What follows belongs to an exercise in optimizing a design on an open flow for small area; a production flow would make more cautious choices. Only simulation tests tie the RTL to the original design; equivalence was not proved. No driver is modelled on the clock port, so clock power and skew are understated where the tree is cut down; a real chip needs a root buffer or a tree. Power is estimated from default activity; no workload was simulated.

Setup of job 7289:
## final_top
module final_top #(
    parameter NW = 22, KW = 20,
    parameter [NW-1:0] TW = 22'h25B6B0, MW = 22'h2FFFDF,
    parameter [NW-1:0] SX = 22'h286415, TX = 22'h000400, MX = 22'h3EABFF,
    parameter NP = 20, KP = 16,
    parameter [NP-1:0] TP = 20'h8D9B5, MP = 20'hFD7FF,
    parameter DW = 20, THB = 32, THR = 22, THG = 54
    ) (
    input freqIn,
    input clk,
    input rst,
    input ips_r, ips_L, ips_a,
    input obs_det,
    output RMF,RMB,LMF,LMB, LM_pwm,RM_pwm,
    output select0,
    output select1,
    output select2,
    output select3,
    output EO,
    output [3:0]an,
    output a, b, c, d, e, f, g
    );
    localparam [NW-1:0] S22 = {NW{1'b1}};
    localparam [NW-1:0] T22 = TW;
    localparam [NW-1:0] P22 = {1'b0, {(NW-1){1'b1}}};
    localparam [NP-1:0] S20 = {NP{1'b1}};
    localparam [NP-1:0] T20 = TP;
    localparam [NW-1:0] POLW = {(NW+1)/2{2'b10}};
    localparam [NP-1:0] POLP = {(NP+1)/2{2'b10}};
    localparam [1:0] PH0 = 2'b00, PH1 = 2'b01, PH2 = 2'b11, PH3 = 2'b10;
    localparam [1:0] CG = 2'b00, CB = 2'b01, CR = 2'b10, CN = 2'b11;
    localparam [1:0] RR = 2'b00, RB = 2'b01, RG = 2'b10, RF = 2'b11;
    assign EO = 0;
    assign select0 = 1;
    assign select1 = 0;
    assign an = 4'b0111;
    reg [NW-1:0] wq;
    wire [NW-1:0] wl = wq ^ POLW;
    wire we = ((wl & MX) == (TX & MX));
    always @(posedge clk)
        wq <= ((rst | we) ? SX : {wl[NW-2:0], wl[NW-1] ^ wl[KW]}) ^ POLW;
    reg [NW-1:0] cq;
    wire [NW-1:0] cl = cq ^ POLW;
    reg [1:0] ph;
  ...
Size: about 430 cells after synthesis, ~29 I/O pins, about 0.0042 mm2 of cells after synthesis.
==> flow/config.mk <==
export PLATFORM = sky130hd
export DESIGN_NAME = final_top
export DESIGN_NICKNAME = final_top
export VERILOG_FILES = /design/flow/design.v
export SDC_FILE = /design/flow/constraint.sdc
export NUM_CORES = 4
export LEC_CHECK = 0
export CAP_MARGIN = 20
export CORE_MARGIN = 2
export CORE_UTILIZATION = 40
export PLACE_DENSITY = 0.6
export SLEW_MARGIN = 20
==> flow/constraint.sdc <==
create_clock -name core_clock -period 10.0 [get_ports {clk}]
set_input_delay 2.0000 -clock core_clock [delete_from_list [all_inputs] [get_ports {clk}]]
set_output_delay 2.0000 -clock core_clock [all_outputs]
set_load 0.01 [all_outputs]
standard.sh (not shown) runs the stock make flow with config.mk's settings and CLKGATE_MAP_FILE= SYNTH_SCRIPT=/design/flow/synth_recipe.tcl, a recipe that flattens the netlist after the stock synthesis.
==> flow/flow/run.sh <==
#!/bin/bash
# The standard layout (standard.sh) with these changes to how the layout is made:
#  - synthesis: the standard synthesis runs unchanged; then flow/resyn.sh re-maps its
#    combinational logic for area with ABC (flip-flops keep their instances, names
#    and cell types), keeps the smallest candidate that yosys proves equivalent to
#    the standard netlist, and the layout continues from that netlist;
#  - after floorplan (POST_FLOORPLAN_TCL hook): flow/downsize.tcl gives every logic
#    cell the smallest drive of its family (repair_design later fixes slew and load),
#    and flow/tiemerge.tcl leaves a single tie cell for all constants;
#  - clock tree built by flow/manual_cts.tcl (PRE_CTS_TCL hook): the clock port drives
#    4 clkbuf_16 leaf buffers, each driving the flip-flops of one placement cluster;
#    TritonCTS is skipped;
#  - port buffers are buf_1 cells (every input and output still gets its buffer);
#  - power recovery (downsizing off the critical path) after global routing.
# Logs in this folder: flow_synth.log and flow_make.log (make), resyn.log (summary),
# resyn_yosys_*.log and resyn_equiv_*.log (yosys); ORFS keeps each step's log under orfs/logs/.
set -euo pipefail
here=$(pwd)
export FLOW_FLOW_DIR=$here/flow
R=$here/orfs/results/sky130hd/final_top/base
LIB=$FLOW_HOME/platforms/sky130hd/lib/sky130_fd_sc_hd__tt_025C_1v80.lib
KNOBS=(
  "POST_FLOORPLAN_TCL=$here/flow/post_floorplan.tcl"
  "PRE_CTS_TCL=$here/flow/manual_cts.tcl"
  MCTS_NLEAF=4 MCTS_BUF=sky130_fd_sc_hd__clkbuf_16
  "BUFFER_PORTS_ARGS=-buffer_cell sky130_fd_sc_hd__buf_1"
  SKIP_REPAIR_TIE_FANOUT=1
  RECOVER_POWER=100
)
bash standard.sh "${KNOBS[@]}" synth > flow_synth.log 2>&1
cp "$R/1_2_yosys.v" "$R/1_2_yosys.std.v"
bash flow/resyn.sh "$R/1_2_yosys.std.v" "$R/1_2_yosys.v" "$LIB" flow/dont_use.txt "$here/flow" "$here" > resyn.log 2>&1
bash standard.sh "${KNOBS[@]}" finish > flow_make.log 2>&1
==> flow/flow/abc_a0.abc <==
strash
dch
amap
&get -n
&st
&dch
&nf -a
&put
strash
dc2
dch
map -a
mfs2
topo
strash
dch
amap
==> flow/flow/abc_d0.abc <==
strash
&get -n
&deepsyn -T 5 -S 0
&put
dch
amap
mfs2
strash
dch
amap
==> flow/flow/abc_d1.abc <==
strash
&get -n
&deepsyn -T 5 -S 1
&put
dch
amap
mfs2
strash
dch
amap
==> flow/flow/abc_d2.abc <==
strash
&get -n
&deepsyn -T 5 -S 2
&put
dch
amap
mfs2
strash
dch
amap
==> flow/flow/abc_d3.abc <==
strash
&get -n
&deepsyn -T 5 -S 3
&put
dch
amap
mfs2
strash
dch
amap
==> flow/flow/abc_d4.abc <==
strash
&get -n
&deepsyn -T 5 -S 4
&put
dch
amap
mfs2
strash
dch
amap
==> flow/flow/abc_d5.abc <==
strash
&get -n
&deepsyn -T 5 -S 5
&put
dch
amap
mfs2
strash
dch
amap
==> flow/flow/abc_e0.abc <==
strash
&get -n
&deepsyn -T 5
&put
dch
amap
Other scripts of this flow, unchanged in this note and not shown: flow/flow/dont_use.txt, flow/flow/downsize.tcl, flow/flow/manual_cts.tcl, flow/flow/post_floorplan.tcl, flow/flow/resyn.sh, flow/flow/tiemerge.tcl
Input changes introduced in job 6509 (baseline for comparison: job 7289):
--- a/flow/flow/run.sh
+++ b/flow/flow/run.sh
@@ -13,3 +13,5 @@
 #  - port buffers are buf_1 cells (every input and output still gets its buffer);
-#  - power recovery (downsizing off the critical path) after global routing.
+#  - power recovery (downsizing off the critical path) after global routing, then
+#    flow/post_global_route.tcl (POST_GLOBAL_ROUTE_TCL hook) repairs slew and
+#    capacitance again.
 # Logs in this folder: flow_synth.log and flow_make.log (make), resyn.log (summary),
@@ -28,2 +30,3 @@
   RECOVER_POWER=100
+  "POST_GLOBAL_ROUTE_TCL=$here/flow/post_global_route.tcl"
 )
==> flow/flow/post_global_route.tcl (new file) <==
# POST_GLOBAL_ROUTE_TCL hook: power recovery may have downsized a driver below what
# its load needs; repair slew and capacitance once more, as after placement.
global_route -start_incremental
repair_design -slew_margin $::env(SLEW_MARGIN) -cap_margin $::env(CAP_MARGIN)
detailed_placement
global_route -end_incremental
estimate_parasitics -global_routing
## What came out
- Between job 6509 and job 7289, the difference in via count is negligible.
- From job 7289 to job 6509 the numbers moved as follows: share of the clock period used by the worst path stayed essentially flat, minimum clock period after layout stayed essentially flat.
Inputs modified between job 6509 and job 9554:
--- a/flow/flow/run.sh
+++ b/flow/flow/run.sh
@@ -13,5 +13,3 @@
 #  - port buffers are buf_1 cells (every input and output still gets its buffer);
-#  - power recovery (downsizing off the critical path) after global routing, then
-#    flow/post_global_route.tcl (POST_GLOBAL_ROUTE_TCL hook) repairs slew and
-#    capacitance again.
+#  - power recovery (downsizing off the critical path) after global routing.
 # Logs in this folder: flow_synth.log and flow_make.log (make), resyn.log (summary),
@@ -30,3 +28,2 @@
   RECOVER_POWER=100
-  "POST_GLOBAL_ROUTE_TCL=$here/flow/post_global_route.tcl"
 )
==> flow/flow/abc1.abc (new file) <==
strash
&get -n
&deepsyn -T 5
&put
dch
amap
==> flow/flow/abc2.abc (new file) <==
strash
dch
amap
&get -n
&st
&dch
&nf -a
&put
strash
dc2
dch
map -a
mfs2
topo
strash
dch
amap
==> flow/flow/abc3.abc (new file) <==
strash
&get -n
&dch -f
&put
amap
removed: flow/flow/abc_a0.abc
removed: flow/flow/abc_d0.abc
removed: flow/flow/abc_d1.abc
removed: flow/flow/abc_d2.abc
removed: flow/flow/abc_d3.abc
removed: flow/flow/abc_d4.abc
removed: flow/flow/abc_d5.abc
removed: flow/flow/abc_e0.abc
removed: flow/flow/post_global_route.tcl
Findings:
Diff job 6509 -> job 9554 | number of nets in the finished design | up slightly. Job 9554 finished all stages; however, its layout fails the closing checks, the failures being capacitance limit, slew limit. Job 6509 reached the final stage; the timing, DRC and antenna checks on its layout passed. Comparing job 9554 with job 6509, the core utilization came out essentially unchanged. As far as post-detailed-route count of antenna-violating nets goes, job 6509 and job 9554 are indistinguishable; the numbers are identical. Final standard cell area without fillers: job 9554 vs job 6509 — no meaningful difference. When the final numbers for job 6509 and job 9554 were put side by side, the critical path depth turned out to be greater in job 9554. Taking job 6509 as the reference, in job 9554 internal power consumption saw little to no change, number of max-capacitance violations reported saw an increase. Relative to job 6509, count of placed standard cells including taps has increased by 3 in job 9554.
> inputs changed (job 9554 -> job 7446)
--- a/flow/flow/run.sh
+++ b/flow/flow/run.sh
@@ -12,4 +12,3 @@
 #    TritonCTS is skipped;
-#  - port buffers are buf_1 cells (every input and output still gets its buffer);
-#  - power recovery (downsizing off the critical path) after global routing.
+#  - port buffers are buf_1 cells (every input and output still gets its buffer).
 # Logs in this folder: flow_synth.log and flow_make.log (make), resyn.log (summary),
@@ -27,3 +26,2 @@
   SKIP_REPAIR_TIE_FANOUT=1
-  RECOVER_POWER=100
 )
==> flow/flow/abc_a0.abc (new file) <==
strash
dch
amap
&get -n
&st
&dch
&nf -a
&put
strash
dc2
dch
map -a
mfs2
topo
strash
dch
amap
==> flow/flow/abc_d0.abc (new file) <==
strash
&get -n
&deepsyn -T 5 -S 0
&put
dch
amap
mfs2
strash
dch
amap
==> flow/flow/abc_d1.abc (new file) <==
strash
&get -n
&deepsyn -T 5 -S 1
&put
dch
amap
mfs2
strash
dch
amap
==> flow/flow/abc_d2.abc (new file) <==
strash
&get -n
&deepsyn -T 5 -S 2
&put
dch
amap
mfs2
strash
dch
amap
==> flow/flow/abc_d3.abc (new file) <==
strash
&get -n
&deepsyn -T 5 -S 3
&put
dch
amap
mfs2
strash
dch
amap
==> flow/flow/abc_d4.abc (new file) <==
strash
&get -n
&deepsyn -T 5 -S 4
&put
dch
amap
mfs2
strash
dch
amap
==> flow/flow/abc_d5.abc (new file) <==
strash
&get -n
&deepsyn -T 5 -S 5
&put
dch
amap
mfs2
strash
dch
amap
==> flow/flow/abc_e0.abc (new file) <==
strash
&get -n
&deepsyn -T 5
&put
dch
amap
removed: flow/flow/abc1.abc
removed: flow/flow/abc2.abc
removed: flow/flow/abc3.abc
[summary]
- Min time the worst path needs with I/O delays and setup across job 7446 and job 9554: job 9554
- In job 7446 relative to job 9554, post-route met1 wirelength had gone down by a few percent.
- [job 7446] final period utilization rose 1.2 points relative to job 9554
- Job 7446 was carried through to the last stage, and its layout satisfied the timing, DRC and antenna checks.
- [job 7446] full die area fell 35 um2 relative to job 9554
- In the final design statistics, job 7446 uses fewer standard cells in total than job 9554.
- Between job 7446 and job 9554, the difference in total power is negligible.
- On part of the power in combinational logic: between job 7446 and job 9554, it ends up higher for job 7446.
- Job 7446 vs job 9554 on violation count after the first detailed-route iteration: job 7446 is the lower one.
- Compared with job 9554, job 7446 improves aggregate routed wire length.
- Across both runs, sum of met3 wire segment lengths after detailed routing was lower for job 7446 than for job 9554.
- Instance count on the critical path was higher in the run labelled job 9554.
In every run of this note, the design's own scripts or RTL, not TritonCTS, make the clock network.

-- port drivers added, routing unchanged --
No port has a modelled driver above. Below, the same layouts with a new extraction and two added sets of constraints. Step 1 sets driving cells, clkbuf_16 on the clock port and buf_2 on the other inputs (assumed; they add their load-dependent delay and slew). Step 2 also shifts input and output timing later by t, the mid clock arrival at the registers, as if the neighbouring blocks saw the same clock. Three values: ideal ports, drivers, drivers and shift; two values: the first two.
| run | t, ns | setup WS [ns] | worst hold slack (ns) | slew at the worst register clock pin (ns) |
|---|---|---|---|---|
| job 7289 | 0.246 | 4.619 / 4.676 / 4.430 | 0.376 / 0.376 / 0.376 | 0.11 / 0.11 |
| job 6509 | 0.246 | 4.619 / 4.676 / 4.430 | 0.376 / 0.376 / 0.376 | 0.11 / 0.11 |
| job 9554 | 0.251 | 4.736 / 4.794 / 4.543 | 0.375 / 0.375 / 0.375 | 0.11 / 0.11 |
| job 7446 | 0.246 | 4.620 / 4.677 / 4.430 | 0.376 / 0.376 / 0.376 | 0.11 / 0.11 |
For job 9554, which loses most, drivers alone change the setup slack by +0.058 ns; drivers and shift together by -0.193 ns.
